Context: an optimization exercise on an open-source flow, tuned for small area. The choices shown serve that exercise and are no tape-out recipe.
Function was checked by simulation only, so behaviour that the tests miss may differ from the original.

==> try-raven: inputs <==
// csi_rx_core
module csi_rx_core #(
    parameter NUM_LANES = 2
)(
    input         clk,             
    input         reset,           
    input         enable,
    input  [7:0]  d0_byte,         
    input  [7:0]  d1_byte,         
    output [15:0] payload_out,     
    output        payload_valid,
    output [7:0]  good_checksum_cnt,
    output [7:0]  bad_checksum_cnt
);
    wire wait_for_sync, byte_packet_done, packet_done;
    wire [NUM_LANES-1:0] byte_valid;
    wire [(NUM_LANES*8)-1:0] byte_align_data;
    wire f0, f1;
    csi_rx_align_byte d0_align_byte_inst (
        .clock           (clk),
        .reset           (reset),
        .enable          (enable),
        .deser_in        (d0_byte),
        .wait_for_sync   (wait_for_sync),
        .packet_done     (byte_packet_done),
        .found           (f0),
        .data_out        (byte_align_data[7:0]),
        .data_vld        (byte_valid[0])
    );
    csi_rx_align_byte d1_align_byte_inst (
        .clock           (clk),
        .reset           (reset),
        .enable          (enable),
        .deser_in        (d1_byte),
        .wait_for_sync   (wait_for_sync),
        .packet_done     (byte_packet_done),
        .found           (f1),
        .data_out        (byte_align_data[15:8]),
        .data_vld        (byte_valid[1])
    );
    wire [(NUM_LANES*8)-1:0] word_data;
    wire word_valid;
    csi_rx_align_word #(
        .NUM_LANES(NUM_LANES)
    ) align_word_inst (
        .byte_clock      (clk),
        .reset           (reset),
  ...
clock: 5.0 ns
lec_check: 0
cap_margin: 20
core_margin: 2
core_utilization: 40
slew_margin: 20
run.sh (not shown) runs the stock make flow with config.mk's settings and CLKGATE_MAP_FILE= SYNTH_SCRIPT=/design/flow/synth_recipe.tcl, a recipe that flattens the netlist after the stock synthesis.
==> inputs of try-amber, as changes to try-raven <==
--- a/flow/design.v
+++ b/flow/design.v
@@ -1,30 +1,36 @@
 `resetall
 `timescale 1ns / 1ps
 `default_nettype none
 module lfsr_crc (
     input  wire        clk,
-    input  wire        init,
+    input  wire        clr,
+    input  wire        set,
     input  wire [15:0] data_in,
     input  wire        data_in_valid,
-    output reg  [15:0] crc_out
+    output reg  [15:0] crc_out,
+    output reg  [15:0] crc_next
 );
-reg [15:0] s;
-integer i;
-always @* begin
-    s = crc_out ^ data_in;
-    for (i = 0; i < 16; i = i + 1)
-        s = s[0] ? ((s >> 1) ^ 16'h8408) : (s >> 1);
-end
+function [15:0] crc_byte(input [15:0] c, input [7:0] d);
+    reg [7:0] x;
+    begin
+        x = c[7:0] ^ d;
+        x = x ^ {x[3:0], 4'd0};
+        crc_byte = {8'd0, c[15:8]} ^ {x, 8'd0} ^ {5'd0, x, 3'd0} ^ {12'd0, x[7:4]};
+    end
+endfunction
+always @* crc_next = crc_byte(crc_byte(crc_out, data_in[7:0]), data_in[15:8]);
 always @(posedge clk) begin
-    if (init)
+    if (set)
         crc_out <= 16'hFFFF;
+    else if (clr)
+        crc_out <= 16'h0000;
     else if (data_in_valid)
-        crc_out <= s;
+        crc_out <= crc_next;
 end
 endmodule
 `resetall
 module csi_rx_align_byte (
    input         clock,
    input         reset,
    input         enable,
    input   [7:0] deser_in,
@@ -34,16 +40,18 @@
    output reg [7:0] data_out,
    output reg       data_vld
 );
    reg [7:0]  curr_byte;
    reg [7:0]  last_byte;
    reg [7:0]  shifted_byte;
    reg [2:0]  offset;
    reg [2:0]  data_offs;
+   reg [10:0] win4;
+   reg [8:0]  win2;
    always @(posedge clock or posedge reset) begin
       if (reset == 1'b1) begin
          data_vld  <= 1'b0;
          data_offs <= 3'd0;
          curr_byte <= 8'd0;
       end
       else if (enable == 1'b1) begin
          curr_byte <= deser_in;
@@ -58,38 +66,36 @@
    always @(posedge clock) begin
       if (enable == 1'b1) begin
          last_byte <= curr_byte;
          data_out  <= shifted_byte;
       end
    end
    wire [15:0] w = {curr_byte, last_byte};
    wire [6:0] m;
+   wire [15:0] nz;             
+   assign nz[0] = w[0];
    genvar o;
    generate
+      for (o = 1; o < 16; o = o + 1) begin : g_nz
+         assign nz[o] = nz[o-1] | w[o];
+      end
       for (o = 0; o < 7; o = o + 1) begin : g_m
-         assign m[o] = ({w[o+8:0]} == {8'hB8, {(o+1){1'b0}}});
+         assign m[o] = ~nz[o+3] & w[o+4] & w[o+5] & w[o+6] & ~w[o+7] & w[o+8];
       end
    endgenerate
    wire m7 = (curr_byte == 8'hB8);
    always @* begin
       found  = |{m7, m};
       offset[0] = m[1] | m[3] | m[5] | m7;
       offset[1] = m[2] | m[3] | m[6] | m7;
       offset[2] = m[4] | m[5] | m[6] | m7;
-      case (data_offs)
-         3'd7   : shifted_byte =  curr_byte;
-         3'd6   : shifted_byte = {curr_byte[6:0], last_byte[7]};
-         3'd5   : shifted_byte = {curr_byte[5:0], last_byte[7:6]};
-         3'd4   : shifted_byte = {curr_byte[4:0], last_byte[7:5]};
-         3'd3   : shifted_byte = {curr_byte[3:0], last_byte[7:4]};
-         3'd2   : shifted_byte = {curr_byte[2:0], last_byte[7:3]};
-         3'd1   : shifted_byte = {curr_byte[1:0], last_byte[7:2]};
-         default: shifted_byte = {curr_byte[0],   last_byte[7:1]};
-      endcase
+      win4 = data_offs[2] ? {curr_byte[7:0], last_byte[7:5]} : {curr_byte[3:0], last_byte[7:1]};
+      win2 = data_offs[1] ? win4[10:2] : win4[8:0];
+      shifted_byte = data_offs[0] ? win2[8:1] : win2[7:0];
    end
 endmodule
 module csi_rx_align_word #(
    parameter NUM_LANES = 2
 )(
    input         byte_clock,
    input         reset,
    input         enable,
@@ -169,28 +175,28 @@
 	output sync_wait,
 	output packet_done,
 	output [15:0] payload_out,
 	output payload_valid,
 	output reg [7:0] good_checksum_cnt,
 	output reg [7:0] bad_checksum_cnt
 );
 	localparam [2:0] ST_DONE = 3'b000, ST_WAIT = 3'b001, ST_PAY  = 3'b010,
-	                 ST_ENDL = 3'b011, ST_HDR1 = 3'b100, ST_HDR2 = 3'b101,
-	                 ST_LONG = 3'b110, ST_ENDS = 3'b111;
+	                 ST_END  = 3'b011, ST_HDR1 = 3'b100, ST_HDR2 = 3'b101,
+	                 ST_LONG = 3'b110;
 	reg [2:0] state;
 	reg [31:0] packet_data;
 	reg [12:0] cnt;           
 	reg cnt_e;                
 	reg long_packet_reg;
 	reg hold_bad;             
 	wire s_wait = (state == ST_WAIT);
 	wire s_pay  = (state == ST_PAY);
-	wire s_end  = (state[1:0] == 2'b11);
-	wire s_ends = (state == ST_ENDS);
+	wire s_end  = (state[1:0] == 2'b11);    
+	wire s_long = (state == ST_LONG);
 	wire s_done = (state == ST_DONE);
 	wire s_hdr2 = (state == ST_HDR2);
 	function [5:0] hdr_ecc(input [23:0] d);
 		begin
 			hdr_ecc[5] = d[10]^d[11]^d[12]^d[13]^d[14]^d[15]^d[16]^d[17]^d[18]^d[19]^d[21]^d[22]^d[23];
 			hdr_ecc[4] = d[4]^d[5]^d[6]^d[7]^d[8]^d[9]^d[16]^d[17]^d[18]^d[19]^d[20]^d[22]^d[23];
 			hdr_ecc[3] = d[1]^d[2]^d[3]^d[7]^d[8]^d[9]^d[13]^d[14]^d[15]^d[19]^d[20]^d[21]^d[23];
 			hdr_ecc[2] = d[0]^d[2]^d[3]^d[5]^d[6]^d[9]^d[11]^d[12]^d[15]^d[18]^d[20]^d[21]^d[22];
@@ -207,19 +213,19 @@
 	wire cnt_more = (cnt != {12'd0, cnt_e});
 	always @(posedge clock or posedge reset) begin
 		if (reset == 1'b1)
 			state <= ST_DONE;
 		else if (enable == 1'b1) begin
 			case (state)
 				ST_WAIT: if (data_valid) state <= ST_HDR1;
 				ST_HDR1: state <= ST_HDR2;
-				ST_HDR2: state <= long_packet ? ST_LONG : ST_ENDS;
+				ST_HDR2: state <= long_packet ? ST_LONG : ST_END;
 				ST_LONG: state <= ST_PAY;
-				ST_PAY:  if (!cnt_more) state <= ST_ENDL;
+				ST_PAY:  if (!cnt_more) state <= ST_END;
 				ST_DONE: state <= ST_WAIT;
 				default: state <= ST_DONE;    
 			endcase
 		end
 	end
 	always @(posedge clock) begin
 		if (enable == 1'b1) begin
 			packet_data <= {data, packet_data[31:16]};
@@ -228,25 +234,27 @@
 				cnt_e <= wc_e;
 			end
 			else if (s_pay & cnt_more)
 				cnt <= cnt - 13'd1;
 		end
 		if (s_wait) long_packet_reg <= 1'b0;
 		else if (long_packet) long_packet_reg <= 1'b1;
 	end
-	wire [15:0] checksum_calc;
+	wire [15:0] checksum_calc, checksum_next;
 	lfsr_crc crc_inst (
 		.clk(clock),
-		.init(s_done),
+		.clr(s_done),
+		.set(s_long),
 		.data_in(packet_data[15:0]),
 		.data_in_valid(s_pay),
-		.crc_out(checksum_calc)
+		.crc_out(checksum_calc),
+		.crc_next(checksum_next)
 	);
-	wire mism = s_ends ? (|packet_data[15:0]) : (packet_data[15:0] != checksum_calc);
+	wire mism = |checksum_next;
 	wire count_evt = enable & s_end;
 	wire cnt_bad = long_packet_reg ? mism : hold_bad;
 	always @(posedge clock or posedge reset) begin
 		if (reset) begin
 			hold_bad <= 1'b0;
 			good_checksum_cnt <= 8'd0;
 			bad_checksum_cnt <= 8'd0;
 		end
==> flow/flow/run.sh (new file) <==
#!/bin/bash
# Standard ORFS layout, with smaller port buffers and a clock tree
# without dummy loads. Make's full output goes to run_standard.log.
set -euo pipefail
export BUFFER_PORTS_ARGS="-buffer_cell sky130_fd_sc_hd__buf_1"
export CTS_ARGS="-sink_clustering_enable -repair_clock_nets -dont_use_dummy_load -buf_list sky130_fd_sc_hd__clkbuf_8"
export RECOVER_POWER=100
bash standard.sh > run_standard.log 2>&1
==> flow/standard.sh (new file) <==
#!/bin/bash
# synth_recipe.tcl (not shown) runs the flow's synth.tcl, then flattens the netlist and writes it again
# the make line also repeats each setting of config.mk as NAME=value (left out here)
make -C /OpenROAD-flow-scripts/flow DESIGN_CONFIG=/design/flow/config.mk WORK_HOME=/design/flow/orfs CLKGATE_MAP_FILE= SYNTH_SCRIPT=/design/flow/synth_recipe.tcl "${@:-finish}"
==> flow/config.mk (replaced) <==
export PLATFORM = sky130hd
export DESIGN_NAME = csi_rx_core
export DESIGN_NICKNAME = csi_rx_core
export VERILOG_FILES = /design/flow/design.v
export SDC_FILE = /design/flow/constraint.sdc
export NUM_CORES = 4
export LEC_CHECK = 0
export CAP_MARGIN = 20
export CORE_MARGIN = 2
export CORE_UTILIZATION = 70
export CTS_BUF_LIST = sky130_fd_sc_hd__clkbuf_8
export SLEW_MARGIN = 20
removed: flow/run.sh
==> results.cfg <==
[synthesis]
largest_family_of_logic_cells_by_synthesized_area = XOR/XNOR gates
synth_area_per_cell_um2 = 11.98

[outcome]
outcome = complete, but fails checks
failed_checks = max-capacitance violations, max-slew violations

[timing]
slew_violations = 91
max_freq_ghz = 0.2610

[flow_run]
maxcap_violations = 2

[detailed_routing]
detailedRoute.firstIterationViolations = 514

[grt]
grtUsageTotal_pct = 25.63

[pwr]
ir_worst_vdd_v = 0.0002979
[end of results for try-amber]
==> results.cfg <==
[outcome]
outcome = timing/DRC/antenna clean

[synthesis]
largest_family_of_logic_cells_by_synthesized_area = simple AND/OR/NAND/NOR gates
sequential_to_total_area_share_from_yosys_stat_pct = 53.37
synth_area_per_cell_um2 = 11.41

[timing]
slew_violations = 0

[detailed_routing]
detailedRoute.firstIterationViolations = 424

[clock_network]
cts.repair.resized = 0

[grt]
grtUsageTotal_pct = 15.41

[pwr]
ir_worst_vdd_v = 0.0002590
[end of results for try-raven]

[static timing again, ports no longer ideal]
No port has a modelled driver above. Below, the same layouts with a new extraction and two added sets of constraints.
Step 1, drivers: a clkbuf_16 drives clk and a buf_2 each remaining input, both assumed.
Step 2, shift: input delay + t, output delay - t, t = (earliest + latest rising clock arrival at the registers) / 2. This alone moves slack from input paths to output paths.
Three values: ideal ports, drivers, drivers and shift; two values: the first two.
run | shift t [ns] | setup slack, ns | worst setup path at the end | latest minus earliest clock arrival (ns) | worst data-port slew with drivers (ns)
try-raven | 0.483 | 1.539 / 1.496 / 1.810 | register to register | 0.011 / 0.010 | 0.03
try-amber | 0.485 | 1.169 / 1.160 / 0.675 | input to register | 0.022 / 0.022 | 0.03
The setup slack of try-amber, which loses most, moves by -0.009 ns with the drivers and by -0.494 ns with both steps.
